Context: an optimization exercise on an open-source flow, tuned for small area and a short achievable clock period. The choices shown serve that exercise and are no tape-out recipe.
RTL that was checked went through simulation tests only; none was proved equivalent to the original.
Power and IR drop assume default switching activity.

==> module FpAdd, before the edit <==
module FpAdd (
    input             iCLK,
    input      [26:0] iA,
    input      [26:0] iB,
    output reg [26:0] oSum
);
    wire [17:0] L;
    wire [16:0] Y;
    wire [5:0]  d;
    wire        flush, sub;
    wire [7:0]  L_e;
    wire        L_s;
    FpAdd_s1 u_s1 (.iA(iA), .iB(iB), .L(L), .Y(Y), .d(d), .flush(flush),
                   .sub(sub), .L_e(L_e), .L_s(L_s));
    reg [17:0] r_L;
    reg [16:0] r_Y;
    reg [5:0]  r_d;
    reg        r_flush;
    reg        r_sub;
    reg [7:0]  r_e;
    reg        r_s;
    always @(posedge iCLK) begin
        r_L     <= L;
        r_Y     <= Y;
        r_d     <= d;
        r_flush <= flush;
        r_sub   <= sub;
        r_e     <= L_e;
        r_s     <= L_s;
    end
    wire [20:0] sum;
    wire [4:0]  lz;
    FpAdd_s2 u_s2 (.L(r_L), .Y(r_Y), .d(r_d), .flush(r_flush), .sub(r_sub),
                   .sum(sum), .lz(lz));
    reg [20:0] q_sum;
    reg [4:0]  q_lz;
    reg [7:0]  q_e;
    reg        q_s;
    always @(posedge iCLK) begin
        q_sum  <= sum;
        q_lz   <= lz;
        q_e    <= r_e;
        q_s    <= r_s;
    end
    wire [26:0] res;
    FpAdd_s3 u_s3 (.sum(q_sum), .lz(q_lz), .L_e(q_e), .sgn(q_s),
                   .res(res));
    always @*
        oSum = res;
endmodule
==> module FpAdd_s2, before the edit <==
module FpAdd_s2 (
    input  [17:0] L,
    input  [16:0] Y,
    input  [5:0]  d,
    input         flush,
    input         sub,
    output [20:0] sum,
    output reg [4:0] lz    
);
    wire [19:0] W = flush ? 20'd0 : ({1'b1, Y, 2'b00} >> d);
    reg  [15:0] M;
    integer i;
    always @*
        for (i = 0; i < 16; i = i + 1)
            M[i] = (d >= i + 3) & (d <= 6'd18);
    wire sticky = ~flush & (|(Y[15:0] & M) |
                            (d == 6'd19 & |Y[16:1]) |
                            (d >= 6'd20));
    wire [20:0] Lw  = {2'b01, L, 1'b0};
    wire [20:0] y   = {1'b0, W} ^ {21{sub}};
    wire        cin = sub & ~sticky;
    wire [20:0] p   = Lw ^ y;
    reg  [20:0] G, P, Gn, Pn;
    integer k, m;
    always @* begin
        G = Lw & y;
        P = p;
        for (k = 1; k < 21; k = k * 2) begin
            Gn = G; Pn = P;
            for (m = k; m < 21; m = m + 1) begin
                Gn[m] = G[m] | (P[m] & G[m-k]);
                Pn[m] = P[m] & P[m-k];
            end
            G = Gn; P = Pn;
        end
    end
    wire [20:0] c = {G[19:0] | (P[19:0] & {20{cin}}), cin};
    assign sum = p ^ c;
    integer j;
    always @* begin
        lz = 5'd21;
        for (j = 0; j < 21; j = j + 1)
            if (sum[j])
                lz = 5'd20 - j[4:0];
    end
endmodule
==> module FpAdd_s3, before the edit <==
module FpAdd_s3 (
    input  [20:0] sum,
    input  [4:0]  lz,
    input  [7:0]  L_e,
    input         sgn,
    output [26:0] res
);
    wire zero = (lz == 5'd21) | (L_e == 8'd0);
    wire [20:0] norm = sum << lz;
    wire [7:0] t = L_e + 8'd1;
    wire [4:0] e_lo;
    wire       e_b;
    FpAdd_sub5 u_elo (.a(t[4:0]), .b(lz), .d(e_lo), .lt(e_b));
    wire [7:0] e_out = {e_b ? t[7:5] - 3'd1 : t[7:5], e_lo};
    assign res = zero ? 27'd0 : {sgn, e_out, norm[19:2]};
endmodule
export LEC_CHECK = 0
export ABC_AREA = 1
export CAP_MARGIN = 20
export CORE_MARGIN = 2
export CORE_UTILIZATION = 40
export SETUP_SLACK_MARGIN = 5.0
export SLEW_MARGIN = 20
create_clock -name core_clock -period 10.0 [get_ports {iCLK}]
standard.sh (not shown) runs the stock make flow with config.mk's settings and CLKGATE_MAP_FILE= SYNTH_SCRIPT=/design/flow/synth_recipe.tcl, a recipe that flattens the netlist after the stock synthesis.
==> flow/flow/run.sh <==
#!/bin/bash
# Standard ORFS layout; the port buffers are buf_2 cells instead of the
# delay-buffer cell buffer_ports picks by default.
export BUFFER_PORTS_ARGS="-buffer_cell sky130_fd_sc_hd__buf_2"
bash standard.sh > standard.log 2>&1
Next try:
--- a/flow/design.v
+++ b/flow/design.v
@@ -27,27 +27,30 @@
         r_sub   <= sub;
         r_e     <= L_e;
         r_s     <= L_s;
     end
     wire [20:0] sum;
     wire [4:0]  lz;
+    wire        zero;
     FpAdd_s2 u_s2 (.L(r_L), .Y(r_Y), .d(r_d), .flush(r_flush), .sub(r_sub),
-                   .sum(sum), .lz(lz));
+                   .L_e(r_e), .sum(sum), .lz(lz), .zero(zero));
     reg [20:0] q_sum;
     reg [4:0]  q_lz;
     reg [7:0]  q_e;
     reg        q_s;
+    reg        q_zero;
     always @(posedge iCLK) begin
         q_sum  <= sum;
         q_lz   <= lz;
         q_e    <= r_e;
         q_s    <= r_s;
+        q_zero <= zero;
     end
     wire [26:0] res;
     FpAdd_s3 u_s3 (.sum(q_sum), .lz(q_lz), .L_e(q_e), .sgn(q_s),
-                   .res(res));
+                   .zero(q_zero), .res(res));
     always @*
         oSum = res;
 endmodule
 module FpAdd_s1 (
     input  [26:0] iA,
     input  [26:0] iB,
@@ -106,14 +109,16 @@
 module FpAdd_s2 (
     input  [17:0] L,
     input  [16:0] Y,
     input  [5:0]  d,
     input         flush,
     input         sub,
+    input  [7:0]  L_e,
     output [20:0] sum,
-    output reg [4:0] lz    
+    output reg [4:0] lz,
+    output        zero
 );
     wire [19:0] W = flush ? 20'd0 : ({1'b1, Y, 2'b00} >> d);
     reg  [15:0] M;
     integer i;
     always @*
         for (i = 0; i < 16; i = i + 1)
@@ -145,21 +150,22 @@
     always @* begin
         lz = 5'd21;
         for (j = 0; j < 21; j = j + 1)
             if (sum[j])
                 lz = 5'd20 - j[4:0];
     end
+    assign zero = (L_e == 8'd0) | (sum == 21'd0);
 endmodule
 module FpAdd_s3 (
     input  [20:0] sum,
     input  [4:0]  lz,
     input  [7:0]  L_e,
     input         sgn,
+    input         zero,
     output [26:0] res
 );
-    wire zero = (lz == 5'd21) | (L_e == 8'd0);
     wire [20:0] norm = sum << lz;
     wire [7:0] t = L_e + 8'd1;
     wire [4:0] e_lo;
     wire       e_b;
     FpAdd_sub5 u_elo (.a(t[4:0]), .b(lz), .d(e_lo), .lt(e_b));
     wire [7:0] e_out = {e_b ? t[7:5] - 3'd1 : t[7:5], e_lo};
Effect: Clock power came out higher by a few percent. Sequential share of layout area came out higher by 0.40 points. Synthesized area came out lower slightly. Cell count came out higher slightly. Combinational power hardly moves. Routed wire length came out higher by a few percent. Hold slack gets better by 0.036 ns. Design area came out lower slightly. Worst setup slack gets worse by 0.041 ns. Utilization came out higher by 0.71 points. Fmax came out lower slightly. Sequential power came out higher slightly. Die area came out lower slightly. Register-to-register slack gets worse by 0.10 ns.
Function not checked in the first run of this note: the RTL went through the layout flow alone.


Setup of before:
The RTL this note starts from:
==> flow/design.v <==
module FpAdd (
    input             iCLK,
    input      [26:0] iA,
    input      [26:0] iB,
    output reg [26:0] oSum
);
    wire [17:0] L;
    wire [16:0] Y;
    wire [5:0]  d;
    wire        flush, sub;
    wire [7:0]  L_e;
    wire        L_s;
    FpAdd_s1 u_s1 (.iA(iA), .iB(iB), .L(L), .Y(Y), .d(d), .flush(flush),
                   .sub(sub), .L_e(L_e), .L_s(L_s));
    reg [17:0] r_L;
    reg [16:0] r_Y;
    reg [5:0]  r_d;
    reg        r_flush;
    reg        r_sub;
    reg [7:0]  r_e;
    reg        r_s;
    always @(posedge iCLK) begin
        r_L     <= L;
        r_Y     <= Y;
        r_d     <= d;
        r_flush <= flush;
        r_sub   <= sub;
        r_e     <= L_e;
        r_s     <= L_s;
    end
    wire [20:0] sum;
    wire [4:0]  lz;
    FpAdd_s2 u_s2 (.L(r_L), .Y(r_Y), .d(r_d), .flush(r_flush), .sub(r_sub),
                   .sum(sum), .lz(lz));
    reg [20:0] q_sum;
    reg [4:0]  q_lz;
    reg [7:0]  q_e;
    reg        q_s;
    always @(posedge iCLK) begin
        q_sum  <= sum;
        q_lz   <= lz;
        q_e    <= r_e;
        q_s    <= r_s;
    end
    wire [26:0] res;
    FpAdd_s3 u_s3 (.sum(q_sum), .lz(q_lz), .L_e(q_e), .sgn(q_s),
                   .res(res));
    always @*
        oSum = res;
endmodule
module FpAdd_s1 (
    input  [26:0] iA,
    input  [26:0] iB,
    output [17:0] L,      
    output [16:0] Y,      
    output [5:0]  d,      
    output        flush,  
    output        sub,    
    output [7:0]  L_e,    
    output        L_s     
);
    wire        A_s = iA[26];
    wire [7:0]  A_e = iA[25:18];
    wire        B_s = iB[26];
    wire [7:0]  B_e = iB[25:18];
    wire pass = (A_e == 8'd0) | (B_e == 8'd0);
    wire [7:0]  dAB, dBA;
    wire        A_lt, B_lt;
    FpAdd_esub u_dAB (.a(A_e), .b(B_e), .d(dAB), .lt(A_lt));
    FpAdd_esub u_dBA (.a(B_e), .b(A_e), .d(dBA), .lt(B_lt));
    wire [7:0]  dd  = A_lt ? dBA : dAB;
    wire        tie = (A_e == B_e);
    wire A_larger = ~A_lt & (~tie | (iA[17:1] > iB[17:1]));
    assign L_s = A_larger ? A_s : B_s;
    assign L_e = A_lt ? B_e : A_e;
    assign L   = A_larger ? {iA[17:1], pass & iA[0]} : {iB[17:1], pass & iB[0]};
    assign Y   = A_larger ? iB[17:1] : iA[17:1];
    assign d     = dd[5:0];
    assign flush = pass | (dd > 8'd35);
    assign sub   = A_s ^ B_s;
endmodule
module FpAdd_esub (
    input  [7:0] a,
    input  [7:0] b,
    output [7:0] d,
    output       lt
);
    wire [7:0] p = a ^ ~b;
    reg  [8:0] G, P, Gn, Pn;
    integer k, m;
    always @* begin
        G = {a & ~b, 1'b1};
        P = {p, 1'b0};
        for (k = 1; k < 9; k = k * 2) begin
            Gn = G; Pn = P;
            for (m = k; m < 9; m = m + 1) begin
                Gn[m] = G[m] | (P[m] & G[m-k]);
                Pn[m] = P[m] & P[m-k];
            end
            G = Gn; P = Pn;
        end
    end
    assign d  = p ^ G[7:0];
    assign lt = ~G[8];
endmodule
module FpAdd_s2 (
    input  [17:0] L,
    input  [16:0] Y,
    input  [5:0]  d,
    input         flush,
    input         sub,
    output [20:0] sum,
    output reg [4:0] lz    
);
    wire [19:0] W = flush ? 20'd0 : ({1'b1, Y, 2'b00} >> d);
    reg  [15:0] M;
    integer i;
    always @*
        for (i = 0; i < 16; i = i + 1)
            M[i] = (d >= i + 3) & (d <= 6'd18);
    wire sticky = ~flush & (|(Y[15:0] & M) |
                            (d == 6'd19 & |Y[16:1]) |
                            (d >= 6'd20));
    wire [20:0] Lw  = {2'b01, L, 1'b0};
    wire [20:0] y   = {1'b0, W} ^ {21{sub}};
    wire        cin = sub & ~sticky;
    wire [20:0] p   = Lw ^ y;
    reg  [20:0] G, P, Gn, Pn;
    integer k, m;
    always @* begin
        G = Lw & y;
        P = p;
        for (k = 1; k < 21; k = k * 2) begin
            Gn = G; Pn = P;
            for (m = k; m < 21; m = m + 1) begin
                Gn[m] = G[m] | (P[m] & G[m-k]);
                Pn[m] = P[m] & P[m-k];
            end
            G = Gn; P = Pn;
        end
    end
    wire [20:0] c = {G[19:0] | (P[19:0] & {20{cin}}), cin};
    assign sum = p ^ c;
    integer j;
    always @* begin
        lz = 5'd21;
        for (j = 0; j < 21; j = j + 1)
            if (sum[j])
                lz = 5'd20 - j[4:0];
    end
endmodule
module FpAdd_s3 (
    input  [20:0] sum,
    input  [4:0]  lz,
    input  [7:0]  L_e,
    input         sgn,
    output [26:0] res
);
    wire zero = (lz == 5'd21) | (L_e == 8'd0);
    wire [20:0] norm = sum << lz;
    wire [7:0] t = L_e + 8'd1;
    wire [4:0] e_lo;
    wire       e_b;
    FpAdd_sub5 u_elo (.a(t[4:0]), .b(lz), .d(e_lo), .lt(e_b));
    wire [7:0] e_out = {e_b ? t[7:5] - 3'd1 : t[7:5], e_lo};
    assign res = zero ? 27'd0 : {sgn, e_out, norm[19:2]};
endmodule
module FpAdd_sub5 (
    input  [4:0] a,
    input  [4:0] b,
    output [4:0] d,
    output       lt
);
    wire [4:0] p = a ^ ~b;
    reg  [5:0] G, P, Gn, Pn;
    integer k, m;
    always @* begin
        G = {a & ~b, 1'b1};
        P = {p, 1'b0};
        for (k = 1; k < 6; k = k * 2) begin
            Gn = G; Pn = P;
            for (m = k; m < 6; m = m + 1) begin
                Gn[m] = G[m] | (P[m] & G[m-k]);
                Pn[m] = P[m] & P[m-k];
            end
            G = Gn; P = Pn;
        end
    end
    assign d  = p ^ G[4:0];
    assign lt = ~G[5];
endmodule
Settings: LEC_CHECK=0, ABC_AREA=1, CAP_MARGIN=20, CORE_MARGIN=2, CORE_UTILIZATION=40, SLEW_MARGIN=20; clock period 10.0 ns.
==> flow/flow/run.sh <==
#!/bin/bash
# Standard ORFS layout, with two changes: the port buffers are buf_2 cells
# instead of the delay-buffer cell buffer_ports picks by default, and
# repair_timing aims for 5.6 ns of setup slack.
export BUFFER_PORTS_ARGS="-buffer_cell sky130_fd_sc_hd__buf_2"
export SETUP_SLACK_MARGIN=5.6
bash standard.sh > standard.log 2>&1
### before -> after
diff --git a/flow/design.v b/flow/design.v
--- a/flow/design.v
+++ b/flow/design.v
@@ -30,21 +30,24 @@
     end
     wire [20:0] sum;
     wire [4:0]  lz;
+    wire        zero;
     FpAdd_s2 u_s2 (.L(r_L), .Y(r_Y), .d(r_d), .flush(r_flush), .sub(r_sub),
-                   .sum(sum), .lz(lz));
+                   .L_e(r_e), .sum(sum), .lz(lz), .zero(zero));
     reg [20:0] q_sum;
     reg [4:0]  q_lz;
     reg [7:0]  q_e;
     reg        q_s;
+    reg        q_zero;
     always @(posedge iCLK) begin
         q_sum  <= sum;
         q_lz   <= lz;
         q_e    <= r_e;
         q_s    <= r_s;
+        q_zero <= zero;
     end
     wire [26:0] res;
     FpAdd_s3 u_s3 (.sum(q_sum), .lz(q_lz), .L_e(q_e), .sgn(q_s),
-                   .res(res));
+                   .zero(q_zero), .res(res));
     always @*
         oSum = res;
 endmodule
@@ -109,8 +112,10 @@
     input  [5:0]  d,
     input         flush,
     input         sub,
+    input  [7:0]  L_e,
     output [20:0] sum,
-    output reg [4:0] lz    
+    output reg [4:0] lz,
+    output        zero
 );
     wire [19:0] W = flush ? 20'd0 : ({1'b1, Y, 2'b00} >> d);
     reg  [15:0] M;
@@ -148,15 +153,16 @@
             if (sum[j])
                 lz = 5'd20 - j[4:0];
     end
+    assign zero = (L_e == 8'd0) | (sum == 21'd0);
 endmodule
 module FpAdd_s3 (
     input  [20:0] sum,
     input  [4:0]  lz,
     input  [7:0]  L_e,
     input         sgn,
+    input         zero,
     output [26:0] res
 );
-    wire zero = (lz == 5'd21) | (L_e == 8'd0);
     wire [20:0] norm = sum << lz;
     wire [7:0] t = L_e + 8'd1;
     wire [4:0] e_lo;
Notes after the runs:
The final layouts of before and after pass the timing, design-rule and antenna checks. NOTE mean instance size in the synthesized netlist before->after decreased by a few percent. [compare] base=before new=after: number of multi-input logic gates +19, final wirelength now sits lower. Delta (after minus before): final critical-path required period has decreased; power density over the cells has increased. On area growth from synthesis to layout: between before and after, it ends up higher for before. Diff before..after | critical path depth in cells | unchanged. When after is set beside before, its met3 demand-to-capacity share in global routing turns out to be 0.26 points smaller. Slowest stage cell on the critical path = dfxtp_4: before; slowest stage cell on the critical path = dfxtp_2: after. Delta (after minus before): share of cell area taken by flip-flops and latches up 1.1 points; design area down 360 sq um; sum of routed wire segments on met1 down 2.1%. The run showing the greater clock-buffer cell count is before. As far as total of endpoints with negative setup slack in the final report goes, after and before are indistinguishable; the numbers are identical. Higher global-route usage was reported by after, not before.
No functional check of the RTL was part of before.


== run 1 ==
Another version of the RTL of FpAdd (not shown whole).
Size: roughly 1200 cells after synthesis, ~87 flip-flops, roughly 82 I/O pins.
## FpAdd
module FpAdd (
    input             iCLK,
    input      [26:0] iA,
    input      [26:0] iB,
    output reg [26:0] oSum
);
==> module FpAdd, before the edit <==
module FpAdd (
    input             iCLK,
    input      [26:0] iA,
    input      [26:0] iB,
    output reg [26:0] oSum
);
    wire [17:0] L;
    wire [16:0] Y;
    wire [5:0]  d;
    wire        flush, sub;
    wire [7:0]  L_e;
    wire        L_s;
    FpAdd_s1 u_s1 (.iA(iA), .iB(iB), .L(L), .Y(Y), .d(d), .flush(flush),
                   .sub(sub), .L_e(L_e), .L_s(L_s));
    reg [17:0] r_L;
    reg [16:0] r_Y;
    reg [5:0]  r_d;
    reg        r_flush;
    reg        r_sub;
    reg [7:0]  r_e;
    reg        r_s;
    always @(posedge iCLK) begin
        r_L     <= L;
        r_Y     <= Y;
        r_d     <= d;
        r_flush <= flush;
        r_sub   <= sub;
        r_e     <= L_e;
        r_s     <= L_s;
    end
    wire [20:0] sum;
    wire [4:0]  lz;
    wire        zero;
    FpAdd_s2 u_s2 (.L(r_L), .Y(r_Y), .d(r_d), .flush(r_flush), .sub(r_sub),
                   .L_e(r_e), .sum(sum), .lz(lz), .zero(zero));
    reg [20:0] q_sum;
    reg [4:0]  q_lz;
    reg [7:0]  q_e;
    reg        q_s;
    reg        q_zero;
    always @(posedge iCLK) begin
        q_sum  <= sum;
        q_lz   <= lz;
        q_e    <= r_e;
        q_s    <= r_s;
        q_zero <= zero;
    end
    wire [26:0] res;
    FpAdd_s3 u_s3 (.sum(q_sum), .lz(q_lz), .L_e(q_e), .sgn(q_s),
                   .zero(q_zero), .res(res));
    always @*
        oSum = res;
endmodule
==> module FpAdd_s1, before the edit <==
module FpAdd_s1 (
    input  [26:0] iA,
    input  [26:0] iB,
    output [17:0] L,      
    output [16:0] Y,      
    output [5:0]  d,      
    output        flush,  
    output        sub,    
    output [7:0]  L_e,    
    output        L_s     
);
    wire        A_s = iA[26];
    wire [7:0]  A_e = iA[25:18];
    wire        B_s = iB[26];
    wire [7:0]  B_e = iB[25:18];
    wire pass = (A_e == 8'd0) | (B_e == 8'd0);
    wire [7:0]  dAB, dBA;
    wire        A_lt, B_lt;
    FpAdd_esub u_dAB (.a(A_e), .b(B_e), .d(dAB), .lt(A_lt));
    FpAdd_esub u_dBA (.a(B_e), .b(A_e), .d(dBA), .lt(B_lt));
    wire [7:0]  dd  = A_lt ? dBA : dAB;
    wire        tie = (A_e == B_e);
    wire A_larger = ~A_lt & (~tie | (iA[17:1] > iB[17:1]));
    assign L_s = A_larger ? A_s : B_s;
    assign L_e = A_lt ? B_e : A_e;
    assign L   = A_larger ? {iA[17:1], pass & iA[0]} : {iB[17:1], pass & iB[0]};
    assign Y   = A_larger ? iB[17:1] : iA[17:1];
    assign d     = dd[5:0];
    assign flush = pass | (A_lt ? (dBA > 8'd35) : (dAB > 8'd35));
    assign sub   = A_s ^ B_s;
endmodule
==> module FpAdd_s3, before the edit <==
module FpAdd_s3 (
    input  [20:0] sum,
    input  [4:0]  lz,
    input  [7:0]  L_e,
    input         sgn,
    input         zero,
    output [26:0] res
);
    wire [20:0] norm = sum << lz;
    wire [7:0] t = L_e + 8'd1;
    wire [4:0] e_lo;
    wire       e_b;
    FpAdd_sub5 u_elo (.a(t[4:0]), .b(lz), .d(e_lo), .lt(e_b));
    wire [7:0] e_out = {e_b ? t[7:5] - 3'd1 : t[7:5], e_lo};
    assign res = zero ? 27'd0 : {sgn, e_out, norm[19:2]};
endmodule
==> flow/config.mk <==
export PLATFORM = sky130hd
export DESIGN_NAME = FpAdd
export DESIGN_NICKNAME = FpAdd
export VERILOG_FILES = /design/flow/design.v
export SDC_FILE = /design/flow/constraint.sdc
export NUM_CORES = 4
export LEC_CHECK = 0
export ABC_AREA = 1
export CAP_MARGIN = 20
export CORE_MARGIN = 2
export CORE_UTILIZATION = 40
export SLEW_MARGIN = 20
==> flow/constraint.sdc <==
create_clock -name core_clock -period 10.0 [get_ports {iCLK}]
set_input_delay 2.0000 -clock core_clock [delete_from_list [all_inputs] [get_ports {iCLK}]]
set_output_delay 2.0000 -clock core_clock [all_outputs]
set_load 0.01 [all_outputs]
Scripts as last shown in full above: flow/flow/run.sh
[inputs] run 2 vs run 1
--- a/flow/design.v
+++ b/flow/design.v
@@ -36,5 +36,5 @@
     reg [20:0] q_sum;
     reg [4:0]  q_lz;
-    reg [7:0]  q_e;
+    reg [7:0]  q_e1;
     reg        q_s;
     reg        q_zero;
@@ -42,10 +42,10 @@
         q_sum  <= sum;
         q_lz   <= lz;
-        q_e    <= r_e;
+        q_e1   <= r_e + 8'd1;
         q_s    <= r_s;
         q_zero <= zero;
     end
     wire [26:0] res;
-    FpAdd_s3 u_s3 (.sum(q_sum), .lz(q_lz), .L_e(q_e), .sgn(q_s),
+    FpAdd_s3 u_s3 (.sum(q_sum), .lz(q_lz), .e1(q_e1), .sgn(q_s),
                    .zero(q_zero), .res(res));
     always @*
@@ -80,5 +80,5 @@
     assign Y   = A_larger ? iB[17:1] : iA[17:1];
     assign d     = dd[5:0];
-    assign flush = pass | (A_lt ? (dBA > 8'd35) : (dAB > 8'd35));
+    assign flush = pass | (dd > 8'd35);
     assign sub   = A_s ^ B_s;
 endmodule
@@ -159,5 +159,5 @@
     input  [20:0] sum,
     input  [4:0]  lz,
-    input  [7:0]  L_e,
+    input  [7:0]  e1,
     input         sgn,
     input         zero,
@@ -165,5 +165,5 @@
 );
     wire [20:0] norm = sum << lz;
-    wire [7:0] t = L_e + 8'd1;
+    wire [7:0] t = e1;
     wire [4:0] e_lo;
     wire       e_b;
Findings:
- Run 1 → run 2: fmax now sits at about the same level; count of plain and timing-repair buffers rose 4; number of enable flip-flop cells after synthesis did not really move.
- Power consumed by sequential cells: run 1 vs run 2 — no meaningful difference
- From run 1 to run 2 the numbers moved as follows: proportion of layout cells with a drive suffix above 1 picked up an extra 2.7 points; maximum resistive drop on vdd picked up an extra 0.000066 V.
- In terms of xor/xnor share of the synthesized area, run 1 and run 2 differ only marginally.
- Run 2 improves on run 1 in relative slew slack.
- Sort run 2 and run 1 by combinational cell fraction of total power, descending, and run 1 comes first.
- As of run 2, net switching component of the power had fallen by a few percent compared to run 1.
- Run 1 was larger in final cell area than run 2.
- Relative to run 1, the multi-input combinational cell count of run 2 is lower by about 6%.
- Note that the via count recorded for run 1 amounts to 1.05 times the value seen in run 2.
- Run 2 ended with less initial core utilization than run 1.
No run of this note included a check of the RTL's function; only the layout flow was run.

static timing again, ports no longer ideal:
The flow's constraints put no driver on any port. The routed layouts listed below were extracted and timed again, unchanged, in two steps. Step 1 assumes that a clkbuf_16 drives the clock port and a buf_2 every other input. Step 2 moves the port delays by t, midway between the first and last clock arrival at a register: inputs arrive t later, outputs are due t later. That takes back most of the time a late clock gives input paths. a / b / c = ideal / step 1 / step 2; a / b = the first two.
run	t, ns	slack for setup (ns)	worst hold slack (ns)	worst setup path after step 2	worst data-port slew with drivers (ns)
the first run of note 1	0.387	5.275 / 5.231 / 4.988	0.320 / 0.320 / 0.320	input to register	0.03
the second run of note 1	0.389	5.233 / 5.190 / 5.087	0.356 / 0.356 / 0.356	input to register	0.05
before	0.390	5.656 / 5.612 / 5.315	0.327 / 0.327 / 0.327	input to register	0.03
after	0.393	5.730 / 5.685 / 5.437	0.353 / 0.353 / 0.353	input to register	0.05
run 1	0.385	5.750 / 5.708 / 5.531	0.344 / 0.344 / 0.344	input to register	0.04
run 2	0.392	5.742 / 5.722 / 5.396	0.359 / 0.359 / 0.359	input to register	0.04
After both steps setup and hold are still met in every run listed. The setup slack of run 2, which loses most, moves by -0.020 ns with the drivers and by -0.346 ns with both steps.
